What follows belongs to an exercise in optimizing a design on an open flow for a short achievable clock period and few clock cycles; a production flow would make more cautious choices. RTL that was checked went through simulation tests only; none was proved equivalent to the original. The flow treats the clock pin as an ideal source. Dropping or thinning the clock tree relies on that and would not hold on a real chip. Power and IR drop assume default switching activity.

## AL
==> module mem_readout_top_2, before the edit <==
module mem_readout_top_2(
    input clk,
    input reset,
    input wire [2:0] BX,
    input [6:0] clk_cnt,
    input [2:0] BX_pipe,
    input [5:0] number_in1,
    output [5:0] read_add1,
    input [43:0] input_L1L2_1,
    input [5:0] number_in2,
    output [5:0] read_add2,
    input [43:0] input_L1L2_2,
    input [5:0] number_in3,
    output [5:0] read_add3,
    input [43:0] input_L1L2_3,
    input [5:0] number_in4,
    output [5:0] read_add4,
    input [43:0] input_L1L2_4,
    input [5:0] number_in5,
    output [5:0] read_add5,
    input [43:0] input_L3L4_1,
    input [5:0] number_in6,
    output [5:0] read_add6,
    input [43:0] input_L3L4_2,
    input [5:0] number_in7,
    output [5:0] read_add7,
    input [43:0] input_L3L4_3,
    input [5:0] number_in8,
    output [5:0] read_add8,
    input [43:0] input_L3L4_4,
    input [5:0] number_in9,
    output [5:0] read_add9,
    input [43:0] input_L5L6_1,
    input [5:0] number_in10,
    output [5:0] read_add10,
    input [43:0] input_L5L6_2,
    input [5:0] number_in11,
    output [5:0] read_add11,
    input [43:0] input_L5L6_3,
    input [5:0] number_in12,
    output [5:0] read_add12,
    input [43:0] input_L5L6_4,
    output reg [47:0] mem_dat_stream,
    output reg valid,
    output reg send_BX,
    output reg none
);
wire [5:0] num [0:11];
assign num[0] = number_in1;   assign num[1] = number_in2;
assign num[2] = number_in3;   assign num[3] = number_in4;
assign num[4] = number_in5;   assign num[5] = number_in6;
assign num[6] = number_in7;   assign num[7] = number_in8;
assign num[8] = number_in9;   assign num[9] = number_in10;
assign num[10] = number_in11; assign num[11] = number_in12;
wire [43:0] dat [0:11];
assign dat[0] = input_L1L2_1;  assign dat[1] = input_L1L2_2;
assign dat[2] = input_L1L2_3;  assign dat[3] = input_L1L2_4;
assign dat[4] = input_L3L4_1;  assign dat[5] = input_L3L4_2;
assign dat[6] = input_L3L4_3;  assign dat[7] = input_L3L4_4;
assign dat[8] = input_L5L6_1;  assign dat[9] = input_L5L6_2;
assign dat[10] = input_L5L6_3; assign dat[11] = input_L5L6_4;
reg [5:0] addr [0:11];           
assign read_add1 = addr[0];   assign read_add2 = addr[1];
assign read_add3 = addr[2];   assign read_add4 = addr[3];
assign read_add5 = addr[4];   assign read_add6 = addr[5];
assign read_add7 = addr[6];   assign read_add8 = addr[7];
assign read_add9 = addr[8];   assign read_add10 = addr[9];
assign read_add11 = addr[10]; assign read_add12 = addr[11];
function [11:0] lowest;
    input [11:0] m;
    integer j;
    reg seen;
    begin
        seen = 1'b0;
        for (j = 0; j < 12; j = j + 1) begin
            lowest[j] = m[j] & ~seen;
            seen = seen | m[j];
        end
    end
endfunction
function [3:0] code;
    input [11:0] s;
    integer j;
    begin
        code = 4'd0;
        for (j = 0; j < 12; j = j + 1)
            code = code | ({4{s[j]}} & (j[3:0] + 4'd1));
    end
endfunction
reg [11:0] ne;                   
reg [11:0] one, two;             
reg [5:0]  nm2 [0:11];           
integer n;
always @(posedge clk) begin
    for (n = 0; n < 12; n = n + 1) begin
        ne[n]  <= |num[n];
        one[n] <= (num[n] == 6'd1);
        two[n] <= (num[n] == 6'd2);
        nm2[n] <= num[n] - 6'd2;
    end
end
reg        first, second;
reg [11:0] act;
reg [11:0] last;                 
reg [11:0] succ [0:11];
wire [11:0] fst = lowest(ne);
wire [11:0] leave = act & last;
integer i, j;
reg [11:0] act_nxt;
always @(*) begin
    for (j = 0; j < 12; j = j + 1) begin
        act_nxt[j] = act[j] & ~last[j];
        for (i = 0; i < j; i = i + 1)
            act_nxt[j] = act_nxt[j] | (leave[i] & succ[i][j]);
    end
end
reg [11:0] succ_nxt [0:11];
reg        seen;
always @(*) begin
    for (i = 0; i < 12; i = i + 1) begin
        seen = 1'b0;
        for (j = 0; j < 12; j = j + 1) begin
            succ_nxt[i][j] = (j > i) & ne[j] & ~seen;
            if (j > i) seen = seen | ne[j];
        end
    end
end
always @(posedge clk) begin
    first  <= reset;
    second <= ~reset & first;
    if (first)
        act <= fst;
    else
        act <= act_nxt;
    for (n = 0; n < 12; n = n + 1) begin
        succ[n] <= succ_nxt[n];
        if (first)
            last[n] <= one[n] | two[n];
        else if (act[n])
            last[n] <= (addr[n] == nm2[n]);
        else if (second)
            last[n] <= one[n];
        if (reset)
            addr[n] <= 6'd0;
        else if (first)
            addr[n] <= 6'd1;
        else if (act[n])
            addr[n] <= addr[n] + 6'd1;
        else if (second)
            addr[n] <= 6'd0;
    end
end
reg [11:0] sel;                  
reg [3:0]  sel_code;             
reg [2:0]  hdr_bx;               
reg        dvalid;               
reg [43:0] mux;
integer k;
always @(*) begin
    mux = 44'd0;
    for (k = 0; k < 12; k = k + 1)
        mux = mux | ({44{sel[k]}} & dat[k]);
end
always @(posedge clk) begin
    sel      <= reset ? 12'd0 : first ? fst : act;
    sel_code <= reset ? 4'hF : first ? code(fst) : code(act);
    hdr_bx   <= reset ? BX : 3'd0;
    dvalid   <= ~reset & (first ? |ne : |act & ~(second & |(act & one)));
    mem_dat_stream <= {sel_code, mux[43:41] | hdr_bx, mux[40:0]};
    valid   <= ~reset & dvalid;
    send_BX <= ~reset & first;
    none    <= ~reset & (first ? ~|ne : ~|act);
end
endmodule
clock: 3.0 ns
lec_check: 0
abc_clock_period_in_ps: 1300
cap_margin: 20
core_area: 6 6 264 264
die_area: 0 0 270 270
place_density: 0.6
setup_slack_margin: 1.8
slew_margin: 20
standard.sh (not shown) runs the stock make flow with config.mk's settings and CLKGATE_MAP_FILE= SYNTH_SCRIPT=/design/flow/synth_recipe.tcl, a recipe that flattens the netlist after the stock synthesis.
==> flow/flow/run.sh <==
#!/bin/bash
# Standard ORFS layout with three changes:
# - synthesis and the resizer do not use the slow 3- and 4-input OR and
#   4-input NOR cells (added to the platform's don't-use list);
# - the ports get plain buffers that the resizer may size freely (instead
#   of delay cells of a fixed footprint);
# - the clock tree is built by flow/mytree.tcl, hooked in before ORFS's CTS
#   step.
# Tool output goes to standard.log.
DONT_USE="$(cat flow/dont_use.txt)"
bash standard.sh PRE_CTS_TCL="$PWD/flow/pre_cts.tcl" \
  BUFFER_PORTS_ARGS="-buffer_cell sky130_fd_sc_hd__buf_4" \
  MATCH_CELL_FOOTPRINT=0 DONT_USE_CELLS="$DONT_USE" finish > standard.log 2>&1
Other scripts of this flow, unchanged in this note and not shown: flow/flow/dont_use.txt, flow/flow/mytree.tcl, flow/flow/pre_cts.tcl
Testbench counts of AL, summed over its fixed seeds: cycles 29,813.
### AL -> PW
diff --git a/flow/design.v b/flow/design.v
--- a/flow/design.v
+++ b/flow/design.v
@@ -102,14 +102,17 @@
 end
 reg        first, second;
 reg [11:0] act;
 reg [11:0] last;                 
 reg [11:0] succ [0:11];
+reg [11:0] nosucc;               
+reg        busy;                 
 wire [11:0] fst = lowest(ne);
 wire [11:0] leave = act & last;
 integer i, j;
 reg [11:0] act_nxt;
+reg [11:0] nosucc_nxt;
 always @(*) begin
     for (j = 0; j < 12; j = j + 1) begin
         act_nxt[j] = act[j] & ~last[j];
         for (i = 0; i < j; i = i + 1)
             act_nxt[j] = act_nxt[j] | (leave[i] & succ[i][j]);
@@ -122,19 +125,24 @@
         seen = 1'b0;
         for (j = 0; j < 12; j = j + 1) begin
             succ_nxt[i][j] = (j > i) & ne[j] & ~seen;
             if (j > i) seen = seen | ne[j];
         end
+        nosucc_nxt[i] = ~seen;
     end
 end
 always @(posedge clk) begin
     first  <= reset;
     second <= ~reset & first;
-    if (first)
-        act <= fst;
-    else
-        act <= act_nxt;
+    nosucc <= nosucc_nxt;
+    if (first) begin
+        act  <= fst;
+        busy <= |ne;
+    end else begin
+        act  <= act_nxt;
+        busy <= busy & ~|(leave & nosucc);
+    end
     for (n = 0; n < 12; n = n + 1) begin
         succ[n] <= succ_nxt[n];
         if (first)
             last[n] <= one[n] | two[n];
         else if (act[n])
@@ -164,12 +172,12 @@
 end
 always @(posedge clk) begin
     sel      <= reset ? 12'd0 : first ? fst : act;
     sel_code <= reset ? 4'hF : first ? code(fst) : code(act);
     hdr_bx   <= reset ? BX : 3'd0;
-    dvalid   <= ~reset & (first ? |ne : |act & ~(second & |(act & one)));
+    dvalid   <= ~reset & (first ? |ne : busy & ~(second & |(act & one)));
     mem_dat_stream <= {sel_code, mux[43:41] | hdr_bx, mux[40:0]};
     valid   <= ~reset & dvalid;
     send_BX <= ~reset & first;
-    none    <= ~reset & (first ? ~|ne : ~|act);
+    none    <= ~reset & (first ? ~|ne : ~busy);
 end
 endmodule
## What came out
Footprint of the flip-flops and latches went up by a few percent going from AL to PW. The share of power burned in the clock network number comes out higher for PW vs AL. Non-clock inverter instance count of the final layout (AL / PW): 0.864. Diff AL -> PW: setup slack rose 40 ps; clock network latency to the later pin of the worst-skew pair about even. Cmp PW vs AL: synthesized-area fraction occupied by and/or/nand/nor cells higher in PW. Fraction of met2 tracks used by global routing (higher): AL. Switching power total ends up higher on AL. PW vs AL — final area climbed slightly. AL -> PW: routed length on met3 increased slightly. Compare PW and AL | quantity of gates resized following cts lower: PW. Compared with AL, in PW shortest clock period the worst path allows after layout now sits lower; via count of the first global-routing pass now sits higher.
No functional check of the RTL was part of PW. No run of this note takes its clock network from TritonCTS; it comes from the design's own scripts or RTL.

-- separate check: timing with driven ports --
Ports are ideal in the flow. The routed layouts listed here were re-timed in OpenROAD. Step 1 (the two cells are an assumption about what drives the block):
set clk [get_ports {clk}]
set_driving_cell -lib_cell sky130_fd_sc_hd__clkbuf_16 $clk
set_driving_cell -lib_cell sky130_fd_sc_hd__buf_2 [delete_from_list [all_inputs] $clk]
Step 2 moves the port delays by t, midway between the first and last clock arrival at a register: inputs arrive t later, outputs are due t later. That takes back most of the time a late clock gives input paths. Slacks: no drivers / after step 1 / after step 2; pairs: no drivers / after step 1.
| run | shift t [ns] | slack for setup (ns) | hold slack, ns | worst setup path at the end |
|---|---|---|---|---|
| AL | 0.480 | 1.431 / 1.301 / 1.273 | 0.340 / 0.266 / 0.340 | input to register |
| PW | 0.462 | 1.471 / 1.360 / 1.293 | 0.327 / 0.282 / 0.327 | input to register |
After both steps setup and hold are still met in every run listed. For PW, which loses most, drivers alone change the setup slack by -0.111 ns; drivers and shift together by -0.178 ns.
